This design comes from an exercise in tuning for small area on the open sky130 flow, not from production work. In this exercise RTL edits were held to simulation tests only and were not proved equivalent to the original. No activity file was given, so power comes from the tool's default toggle rates.

[design/flow/run.sh]
#!/bin/bash
# synth_recipe.tcl (not shown) runs the flow's synth.tcl, then flattens the netlist and writes it again
# the make line also repeats each setting of config.mk as NAME=value (left out here)
make -C /OpenROAD-flow-scripts/flow DESIGN_CONFIG=/design/flow/config.mk WORK_HOME=/design/flow/orfs CLKGATE_MAP_FILE= SYNTH_SCRIPT=/design/flow/synth_recipe.tcl finish
[design/flow/config.mk]
export PLATFORM = sky130hd
export DESIGN_NAME = CF_cross
export DESIGN_NICKNAME = CF_cross
export VERILOG_FILES = /design/flow/design.v
export SDC_FILE = /design/flow/constraint.sdc
export NUM_CORES = 4
export LEC_CHECK = 0
export CAP_MARGIN = 20
export CORE_MARGIN = 2
export CORE_UTILIZATION = 40
export SLEW_MARGIN = 20
[design/flow/constraint.sdc]
create_clock -name core_clock -period 7.0 [get_ports {s_axis_video_aclk}]
set_input_delay 1.4000 -clock core_clock [delete_from_list [all_inputs] [get_ports {s_axis_video_aclk}]]
set_output_delay 1.4000 -clock core_clock [all_outputs]
set_load 0.01 [all_outputs]
[design/flow/design.v]
`timescale 1ns / 1ps
module CF_cross
  #(
    parameter NPPC = 4,
    parameter DATA_WIDTH = 24,
    parameter POSITION_WIDTH = 12,
    parameter FFT_LENGTH = 64,
    parameter HEIGHT = 2160
    )
   (
    input [NPPC * DATA_WIDTH-1:0]  VIDEO_IN_tdata,
    input 			   VIDEO_IN_tvalid,
    input 			   VIDEO_IN_tuser,
    input 			   VIDEO_IN_tlast,
    output 			   VIDEO_IN_tready,
    input [POSITION_WIDTH - 1 : 0] xStart,
    input [POSITION_WIDTH - 1 : 0] yStart,
    output [NPPC * DATA_WIDTH-1:0] VIDEO_OUT_tdata,
    output 			   VIDEO_OUT_tvalid,
    output 			   VIDEO_OUT_tuser,
    output 			   VIDEO_OUT_tlast,
    input 			   VIDEO_OUT_tready,
    input 			   s_axis_video_aclk,
    input 			   s_axis_video_aresetn
    );
   wire 			   PixelValid = VIDEO_IN_tvalid && VIDEO_IN_tready;
   wire 			   LastPixel = VIDEO_IN_tvalid && VIDEO_IN_tready && VIDEO_IN_tlast;
   wire 			   yLine;
   wire 			   xLine;
   wire 			   yLeftBorder;
   wire 			   yRightBorder;
   wire 			   xBorder;
   wire [DATA_WIDTH - 1 : 0] 	   IN_PX3 = VIDEO_IN_tdata[4 * DATA_WIDTH-1-:DATA_WIDTH];
   wire [DATA_WIDTH - 1 : 0] 	   IN_PX2 = VIDEO_IN_tdata[3 * DATA_WIDTH-1-:DATA_WIDTH];
   wire [DATA_WIDTH - 1 : 0] 	   IN_PX1 = VIDEO_IN_tdata[2 * DATA_WIDTH-1-:DATA_WIDTH];
   wire [DATA_WIDTH - 1 : 0] 	   IN_PX0 = VIDEO_IN_tdata[1 * DATA_WIDTH-1-:DATA_WIDTH];
   wire [DATA_WIDTH - 1 : 0] 	   R = 24'hff0000;
   wire [DATA_WIDTH - 1 : 0] 	   B = 24'h000000;
   reg [POSITION_WIDTH - 1 : 0]    xPos;
   reg [POSITION_WIDTH - 1 : 0]    yPos;
   always @(posedge s_axis_video_aclk)
     begin
	if (PixelValid) xPos <= xPos + 1;
	if (LastPixel)
	  begin
	     xPos <= 12'b0;
	     if (yPos == HEIGHT - 1) yPos <= 12'b0;
	     else yPos <= yPos + 1;
	  end
	if (VIDEO_IN_tuser) yPos <= 12'b0;
	if (!s_axis_video_aresetn)
	  begin
	     xPos <= 12'b0;
	     yPos <= 12'b0;
	  end
     end  
   assign xLine = xPos == (xStart + FFT_LENGTH/2)/NPPC;
   assign yLine = (yPos >= (yStart + FFT_LENGTH/2 - 2)) && (yPos < (yStart + FFT_LENGTH/2 + 2));
   assign xBorder = (xPos >= xStart/NPPC) && (xPos < xStart/NPPC + FFT_LENGTH/NPPC) && ((yPos == yStart) || (yPos == yStart + FFT_LENGTH - 1));
   assign yLeftBorder = (yPos >= yStart) && (yPos < yStart + FFT_LENGTH) && (xPos == xStart/NPPC);
   assign yRightBorder = (yPos >= yStart) && (yPos < yStart + FFT_LENGTH) && (xPos == xStart/NPPC + FFT_LENGTH/NPPC - 1);
   assign VIDEO_OUT_tdata = (xBorder || xLine || yLine) ? {R, R, R, R} :
			    yLeftBorder ? {IN_PX3, IN_PX2, IN_PX1, R}:
			    yRightBorder ? {R, IN_PX2, IN_PX1, IN_PX0} :
			    {IN_PX3, IN_PX2, IN_PX1, IN_PX0};
   assign VIDEO_OUT_tvalid = VIDEO_IN_tvalid;
   assign VIDEO_OUT_tuser = VIDEO_IN_tuser;
   assign VIDEO_OUT_tlast = VIDEO_IN_tlast;
   assign VIDEO_IN_tready = VIDEO_OUT_tready;
endmodule
==> results of run 1 <==
[layer usage]
| layer | vias to the layer above | global-route usage, % |
|---|---|---|
| met5 | - | 0 |
| met4 | 2 | 5.895 |
| met3 | 24 | 3.755 |
| met2 | 189 | 48.90 |
| met1 | 3155 | 32.56 |
| li1 | 3234 | - |
[final timing paths]
path	start	cells after the start	end
setup / recovery	yStart[6]	17	VIDEO_OUT_tdata[65]
hold / removal	yPos[0]	2	yPos[0]
setup reg to reg	yPos[11]	3	yPos[11]
hold reg to reg	yPos[0]	2	yPos[0]
[synth_stat cells (all sizes together), types with 5 or more instances]
cell type,number
nor3,15
o211ai,6
nor4b,37
or3,6
ha,74
nand2,32
nand2b,5
buf,31
or4,34
dfxtp,24
nor2b,9
o21ai,55
a31oi,7
nor4,38
clkbuf,39
inv,35
nor2,48
nand4,14
o31ai,5
o21bai,17
a21o,7
xor2,25
xnor2,59
nand3,34
and3,12
a21oi,23
[sequential cells by signal, summed over array words and instances (netlist names)]
name,cells
xPos,12
yPos,12
[layout by cell type, fill, tap and decap left out, types with 7 or more instances in the layout]
cell	count
nor4_1	37
dfxtp_1	24
ha_1	74
a31oi_1	7
o21bai_1	17
nor2_1	46
nor4b_2	31
or4_1	34
dlymetal6s2s_1	33
nand4_1	13
xor2_1	25
nor2b_1	9
a21oi_1	22
o21ai_0	53
and3_1	11
a21o_1	7
nor3_1	13
nand2_1	32
nand3_1	32
xnor2_1	58
inv_1	35
clkdlybuf4s50_1	189
buf_4	51
[worst max-delay path: cells and delay by family]
| family | cells | cell delay [ns] |
|---|---|---|
| AND/OR/NAND/NOR | 4 | 1.26 |
| AO/OA/AOI/OAI | 6 | 0.78 |
| XOR/XNOR | 2 | 0.29 |
| buffers and inverters | 3 | 1.18 |
| adder cells (fa/ha/maj) | 2 | 0.52 |
[logic make-up (layout without fill, tap and decap cells)]
kind of cell	after synthesis	after routing	synth area share (%)
xor+xnor	85	85	13.24
flops	24	24	8.392
simple gates	307	307	35.95
other cells	0	1	0
buf+inv	106	322	8.676
mux	3	3	0.5463
fa+ha+maj	74	74	16.17
compound gates	152	152	17.02
[cell type report]
cell class,count,area share [%]
flip-flops and latches,24,5.586
well taps,180,2.619
repair buffers,282,33.01
multi-input cells,621,56.15
clock buffers,4,1.033
inverters,36,1.571
diodes,1,0.02910
[power groups by stage]
stage | Clock [mW] | Sequential, mW | Combinational (mW)
2_1_floorplan | 0 | 0.141 | 0.155
3_3_place_gp | 0 | 0.141 | 0.328
3_5_place_dp | 0 | 0.142 | 0.334
4_1_cts | 0.136 | 0.139 | 0.336
5_1_grt | 0.141 | 0.139 | 0.365
6_report | 0.133 | 0.139 | 0.336
[what timing repair did]
action                                  in CTS  in global routing
pin swaps                                    0                  1
setup buffers                                0                  2
endpoints found under the setup margin       2                 75
hold endpoints to repair                     0                  0
gates resized for setup                      2                 46
==> flow_summary.toml, run 1 <==
[layout]
n_fill_cell = 1252
fin_area_um2 = 8601
nets = 1168
ff_latch_area_um2 = 480.5
final_cells = 1148
multi_input_area_um2 = 4830
drive_gt1_share_pct = 12.00
final_util_pct = 61.72
syn2layout_area_growth_pct = 50.22

[synthesis]
ys_ff_latch = 24
syn_inst = 751
yosys.area.top_type = "ha_1"
ys_types = 68
synth_area_leaders = "ha_1 16%, xnor2_1 9.0%, dfxtp_1 8.4%, nor4b_2 7.9%, o21ai_0 4.7%"
synth_top_cell_area_share_pct = 16.17
synth_edf_count = 0
synth_nets = 951
synthArstFlopShare_pct = 0
synthFlopType = "dfxtp_1"
syn_area_um2 = 5725
syn_area_per_cell_um2 = 7.624
synth_warnings = 1
ys_seq_area_share_pct = 8.392

[die]
die_area_um2 = 15290
die_h_um = 123.6
initial_core_util_pct = 41.09
ioPinCount = 226
floorplan.core_area_um2 = 13930
num_rows = 43
fp.dieW_um = 123.6

[critical_path]
cp.required_ns = 5.60
crit_arrival_ns = 5.46
crit_slowest_cell = "or4_1"
path_cells = "clkdlybuf4s50_1 > ha_1 > and2_1 > xnor2_1 > or2_2 > nor3b_2 > a21oi_1 > xnor2_1 > ha_1 > o21ai_0 > o21ai_0 > o211ai_1 > a21oi_2 > a211oi_4 > buf_12 > or4_1 > clkdlybuf4s50_1"
cp_slowest_stage_delay_ns = 0.54
path_max_fanout = 34
cp-start-kind = "primary input"
worstSetupPathType = "in2out"
reg2reg_slack_ns = 5.23
cp-end-kind = "output pin"

[route]
met2WireLength_mm = 11.01
met3_length_mm = 1.257
drt_iter0_drc = 408
drtPass1Iterations = 5
remaining_drc_errors = 0
num_vias = 6604
drt-met1-wl_mm = 9.121
wirelength_mm = 21.82
avgRoutedWirePerCell_um = 19.01
routed.top_layer = "met5"
avgViaCountPerCell = 5.753
final_antenna_net_count = 0

[outcome]
status = "timing/DRC/antenna clean"

[sta]
fmax_mhz = 145.8
hold_viol_final = 0
period_needed_ns = 6.856
finClkSkew_ns = 0.001796
slew_viol_final = 0
fin_crit_sh_pct = 97.95
setup_viol = 0
setup_ws_ns = 0.1435
fin_setup_tns_ns = 0
relSlewSlack_pct = 45.87
holdWs_ns = 0.5794
worst_pin_slew_ns = 0.8050

[power_and_ir_drop]
power.density_nw_per_um2 = 70.69
p_sw_mw = 0.1922
comb_power_share_pct = 55.3
leakage_nw = 3.749
swShare_pct = 31.62
clock_power_share_pct = 21.9
ir_drop_uv = 115.7
power.internal_mw = 0.4158
finalPower_mw = 0.6080
seq_power_share_pct = 22.8

[global_routing]
gr-total-overflow = 0
grt_max_degree = 50
antenna_found_initial = 2
grt_pass1_vias = 6255
grt_pass1_wl_mm = 32.40
grtUsageTotal_pct = 26.56

[place]
place_area_um2 = 8353
port_buffers = 223
finalWeightedCongestion = 0.8860
post-dp-hpwl_mm = 17.43
dpl_worst_slack_ns = 0.02086
dp.cells = 1141

[clock_network]
cts_tree = "built"
numCtsBuffers = 3
clock_path_buffers = 2
postCtsHoldBufs = 0
worstSkewPairLatency_ns = 0.25
clkSinkCount = 24
clk_pin_slew_ns = 0.06
htree_num_levels = 1
cts-root-buf = "clkbuf_16"

[run]
maxCapViolations = 0

[min_path]
hold_class = "reg2reg"
==> run 2, diff against run 1 <==
==> design/flow/design.v (replaced) <==
`timescale 1ns / 1ps
module CF_cross
  #(
    parameter NPPC = 4,
    parameter DATA_WIDTH = 24,
    parameter POSITION_WIDTH = 12,
    parameter FFT_LENGTH = 64,
    parameter HEIGHT = 2160
    )
   (
    input [NPPC * DATA_WIDTH-1:0]  VIDEO_IN_tdata,
    input 			   VIDEO_IN_tvalid,
    input 			   VIDEO_IN_tuser,
    input 			   VIDEO_IN_tlast,
    output 			   VIDEO_IN_tready,
    input [POSITION_WIDTH - 1 : 0] xStart,
    input [POSITION_WIDTH - 1 : 0] yStart,
    output [NPPC * DATA_WIDTH-1:0] VIDEO_OUT_tdata,
    output 			   VIDEO_OUT_tvalid,
    output 			   VIDEO_OUT_tuser,
    output 			   VIDEO_OUT_tlast,
    input 			   VIDEO_OUT_tready,
    input 			   s_axis_video_aclk,
    input 			   s_axis_video_aresetn
    );
   reg [11:0] xPos;
   reg [11:0] yPos;
   wire       acc  = VIDEO_IN_tvalid & VIDEO_OUT_tready;
   wire       last = acc & VIDEO_IN_tlast;
   wire       yWrap = (yPos == HEIGHT - 1);
   wire       xClr  = ~s_axis_video_aresetn | last;
   wire       yClr  = ~s_axis_video_aresetn | VIDEO_IN_tuser | (last & yWrap);
   always @(posedge s_axis_video_aclk) begin
      xPos <= xClr ? 12'd0 : xPos + {11'd0, acc};
      yPos <= yClr ? 12'd0 : yPos + {11'd0, last};
   end
   wire [9:0] xs = xStart[11:2];
   wire [4:0] dxl = {1'b0, xPos[3:0]} - {1'b0, xs[3:0]};    
   wire       xIn = ({1'b0, xPos[11:4]} == {3'b0, xs[9:4]} + {8'd0, dxl[4]});  
   wire       xEq0  = xIn & (dxl[3:0] == 4'd0);
   wire       xEq8  = xIn & (dxl[3:0] == 4'd8);
   wire       xEq15 = xIn & (dxl[3:0] == 4'd15);
   wire [6:0] dyl = {1'b0, yPos[5:0]} - {1'b0, yStart[5:0]};  
   wire       yIn = ({1'b0, yPos[11:6]} == {1'b0, yStart[11:6]} + {6'd0, dyl[6]});  
   wire       yEq0  = yIn & (dyl[5:0] == 6'd0);
   wire       yEq63 = yIn & (dyl[5:0] == 6'd63);
   wire       yMid  = yIn & ((dyl[5:1] == 5'd15) | (dyl[5:1] == 5'd16));  
   wire       allRed = xEq8 | yMid | (xIn & (yEq0 | yEq63));
   wire       red0 = allRed | (yIn & xEq0);
   wire       red3 = allRed | (yIn & xEq15);
   CF_cross_paint p0 (.px(VIDEO_IN_tdata[23:0]),  .red(red0),   .out(VIDEO_OUT_tdata[23:0]));
   CF_cross_paint p1 (.px(VIDEO_IN_tdata[47:24]), .red(allRed), .out(VIDEO_OUT_tdata[47:24]));
   CF_cross_paint p2 (.px(VIDEO_IN_tdata[71:48]), .red(allRed), .out(VIDEO_OUT_tdata[71:48]));
   CF_cross_paint p3 (.px(VIDEO_IN_tdata[95:72]), .red(red3),   .out(VIDEO_OUT_tdata[95:72]));
   assign VIDEO_OUT_tvalid = VIDEO_IN_tvalid;
   assign VIDEO_OUT_tuser = VIDEO_IN_tuser;
   assign VIDEO_OUT_tlast = VIDEO_IN_tlast;
   assign VIDEO_IN_tready = VIDEO_OUT_tready;
endmodule
module CF_cross_paint
  (
   input [23:0]  px,
   input 	 red,
   output [23:0] out
   );
   assign out = red ? 24'hff0000 : px;
endmodule
==> design/flow/flow/run.sh (new file) <==
#!/bin/bash
# Standard ORFS layout (the standard.sh), with the port buffers that buffer_ports inserts
# made from the smallest buffer cell instead of its default choice.
set -euo pipefail
bash standard.sh "BUFFER_PORTS_ARGS=-buffer_cell sky130_fd_sc_hd__buf_1" finish > standard_flow.log 2>&1
==> design/flow/standard.sh (new file) <==
#!/bin/bash
# synth_recipe.tcl (not shown) runs the flow's synth.tcl, then flattens the netlist and writes it again
# the make line also repeats each setting of config.mk as NAME=value (left out here)
make -C /OpenROAD-flow-scripts/flow DESIGN_CONFIG=/design/flow/config.mk WORK_HOME=/design/flow/orfs CLKGATE_MAP_FILE= SYNTH_SCRIPT=/design/flow/synth_recipe.tcl "${@:-finish}"
--- a/design/flow/config.mk
+++ b/design/flow/config.mk
@@ -9,3 +9,4 @@
 export CORE_MARGIN = 2
 export CORE_UTILIZATION = 40
 export SLEW_MARGIN = 20
+export SYNTH_HIERARCHICAL = 1
removed: design/flow/run.sh
==> run 2 against run 1 <==
Still clean. Die area fell by 51%. Register-to-register slack got worse by 0.15 ns. Critical path depth rose by 2. Critical endpoint is now VIDEO_OUT_tdata[90]. Largest power group unchanged. Highest routed layer is now met4.
==> flow_summary.toml, run 2 <==
[clock_network]
htree_num_levels = 1
worstSkewPairLatency_ns = 0.26
postCtsHoldBufs = 0
cts_tree = "built"
clk_pin_slew_ns = 0.08
cts-root-buf = "clkbuf_8"
clkSinkCount = 24
numCtsBuffers = 3
cts_resized = 0
post_cts_buffers = 0
clock_path_buffers = 2

[sta]
setup_viol = 0
rsz0062_at_grt = "false"
finClkSkew_ns = 0.001260
hold_viol_final = 0
holdWs_ns = 0.5218
fin_crit_sh_pct = 93.40
slew_viol_final = 0
setup_ws_ns = 0.4623
worst_pin_slew_ns = 0.8584
fin_setup_tns_ns = 0
relSlewSlack_pct = 42.68
fmax_mhz = 153.0
period_needed_ns = 6.538

[route]
final_antenna_net_count = 0
num_vias = 3147
wirelength_mm = 9.345
drtPass1Iterations = 5
avgViaCountPerCell = 4.879
avgRoutedWirePerCell_um = 14.49
remaining_drc_errors = 0
drt_iter0_drc = 95

[global_routing]
gr-total-overflow = 0
antenna_found_initial = 0
grt_pass1_vias = 2793
grtUsageTotal_pct = 23.35
grt_pass1_wl_mm = 13.94
grt_max_degree = 49

[critical_path]
reg2reg_slack_ns = 5.08
crit_start = "yStart[0]"
r2r_start = "yPos[9]"
cp_slowest_stage_delay_ns = 0.39
crit_arrival_ns = 5.14
cp-end-kind = "output pin"
path_cells = "buf_1 > ha_1 > inv_1 > fa_1 > a211oi_1 > nor3_1 > o21a_1 > nor2_1 > ha_1 > ha_1 > xor2_1 > a311oi_2 > o211ai_2 > a2111oi_4 > inv_1 > o211ai_2 > buf_4 > or2_1 > buf_1"
crit_slowest_cell = "fa_1"
cp.required_ns = 5.60
critPathBufInv = 5
path_delay_family = "compound AO/OA/AOI/OAI gates"
cp-start-kind = "primary input"
crit_top_cell = "ha_1"
path_max_fanout = 24
worstSetupPathType = "in2out"

[place]
post-dp-hpwl_mm = 7.871
dpl_worst_slack_ns = 0.4599
dp.cells = 642
finalWeightedCongestion = 0.8797
port_buffers = 223

[synthesis]
synthMuxAreaShare_pct = 0
synth-simple-area-share_pct = 41.90
synth-compound-area-share_pct = 11.21
synth_top_family_by_area = "simple AND/OR/NAND/NOR gates"
syn_inst = 350
yosys.area.top_type = "dfxtp_1"
syn_area_um2 = 2711
synth_edf_count = 0
synthArstFlopShare_pct = 0
ys_seq_area_share_pct = 17.72
ys_types = 55
ys_ff_latch = 24
synth_warnings = 7
synth_top_cell_area_share_pct = 17.72
synth_common_cells = "63 x nor2b_1, 33 x nor2_1, 32 x or2_1, 24 x dfxtp_1, 24 x inv_1"
synth_area_leaders = "dfxtp_1 18%, nor2b_1 15%, ha_1 8.3%, or2_1 7.4%, xor2_1 6.5%"
synthXorXnorAreaFrac_pct = 11.95
syn_area_per_cell_um2 = 7.747
synth_nets = 496
synth_fa_ha_area_share_pct = 9.783
synthFlopType = "dfxtp_1"
synth.most_common_cell = "nor2b_1"

[power_and_ir_drop]
power.internal_mw = 0.2363
p_sw_mw = 0.1223
power.density_nw_per_um2 = 99.26
seq_power_share_pct = 38.4
clock_power_share_pct = 23.0
leakage_nw = 1.440
ir_drop_uv = 102.4
swShare_pct = 34.11
comb_power_share_pct = 38.6

[layout]
largestRegisters = "xPos: 12 flops, yPos: 12 flops"
final_util_pct = 54.08
syn2layout_area_growth_pct = 33.27
n_fill_cell = 707
drive_gt1_share_pct = 2.655
final_common_cell = "buf_1"
ff_latch_area_um2 = 480.5
multi_input_area_um2 = 2029
diodes = 0
final_cells = 645
nets = 713
final_cell_mix = "223 x buf_1, 63 x nor2b_1, 33 x nor2_1"

[min_path]
hold_start = "xPos[11]"
hold_class = "reg2reg"

[die]
num_rows = 30
floorplan.core_area_um2 = 6681
die_area_um2 = 7453
fp.dieW_um = 86.33
die_h_um = 86.33
ioPinCount = 226
initial_core_util_pct = 40.58

[run]
maxCapViolations = 0

[outcome]
status = "timing/DRC/antenna clean"
## run 2: cell count changes after synthesis, moves of 14 or more
| cell | delta |
|---|---|
| o21ai_0 | -51 |
| nor4b_2 | -29 |
| or2_1 | +32 |
| ha_1 | -56 |
| nor2_1 | -14 |
| nand2_1 | -24 |
| nand3_1 | -18 |
| or4_1 | -33 |
| a21oi_1 | -17 |
| nor2b_1 | +54 |
| clkbuf_1 | -39 |
| o21bai_1 | -17 |
| nor4_1 | -37 |
| xnor2_1 | -42 |
## run 2: cells by family (layout without fill, tap and decap cells)
logic type	count (synthesis)	after routing
adder cells (fa/ha/maj)	20	20
XOR/XNOR	37	37
flip-flops	24	24
buffers and inverters	38	253
AND/OR/NAND/NOR	195	195
AO/OA/AOI/OAI	36	36
## run 2: final cells by class
class	instances	share of cell area, %
timing repair buffer	226	24.13
clock buffer	3	1.143
multi-input combinational	288	56.16
tap	80	2.770
sequential	24	13.30
inverter	24	2.493
## run 2: worst register-to-register path, cell delays in order (launching register included)
cell and delay, ns:
dfxtp_1 0.35, or4_1 0.54, o311ai_2 0.76, nor2_1 0.12
## run 2: path summary, 6_finish.rpt
kind / to / cells past startpoint
worst max register to register: yPos[3] / 3
worst min register to register: xPos[11] / 2
worst min-delay path: xPos[11] / 2
worst max-delay path: VIDEO_OUT_tdata[90] / 19
## run 2: stage by stage
step	instance area [µm²]	power, mW
after floorplan	2711	0.2199
after global placement	3572	0.2774
after detailed placement	3572	0.2778
after CTS	3613	0.3606
after global routing	3613	0.3805
final	3613	0.3587
## run 2: modules after synthesis, one instance, submodules excluded
module	copies in the design	cell area [µm²]
CF_cross	1	2041
CF_cross_paint	4	167.7
## run 2: power by group through the flow
stage                     clock network (mW)  registers (mW)  logic [mW]
after floorplan                            0           0.141      0.0791
after global placement                     0           0.141       0.136
after detailed placement                   0           0.141       0.137
after CTS                             0.0843           0.138       0.139
after global routing                  0.0900           0.138       0.152
final                                 0.0824           0.138       0.139
## run 2: routing by layer
| metal | part of all wire, % | vias to the layer above | routed length (µm) | track usage (%) |
|---|---|---|---|---|
| met5 | 0 | - | 0 | 0 |
| met4 | 1.2 | 0 | 115 | 4.972 |
| met3 | 6.6 | 8 | 613 | 2.762 |
| met2 | 44 | 120 | 4094 | 36.43 |
| met1 | 48 | 1430 | 4522 | 34.56 |
| li1 | - | 1589 | - | - |

## port drivers added, routing unchanged
No port has a modelled driver above. Below, the same layouts with a new extraction and two added sets of constraints.
Step 1 sets driving cells, clkbuf_16 on the clock port and buf_2 on the other inputs (assumed; they add their load-dependent delay and slew).
Step 2 adds t to the input delays and takes it off the output delays; t is the mean of the earliest and latest rising clock arrival at the registers after step 1. Input paths then give back, and output paths get back, about the clock's delay inside the block.
Three values: ideal, step 1, step 2; two values: the first two.
run	shift t [ns]	setup WS [ns]	worst data-port slew with drivers (ns)
run 1	0.283	0.144 / 0.115 / 0.115	0.10
run 2	0.291	0.462 / 0.432 / 0.432	0.06
After both steps setup and hold are still met in every run listed. The setup slack of run 2, which loses most, moves by -0.030 ns with the drivers and by -0.030 ns with both steps.
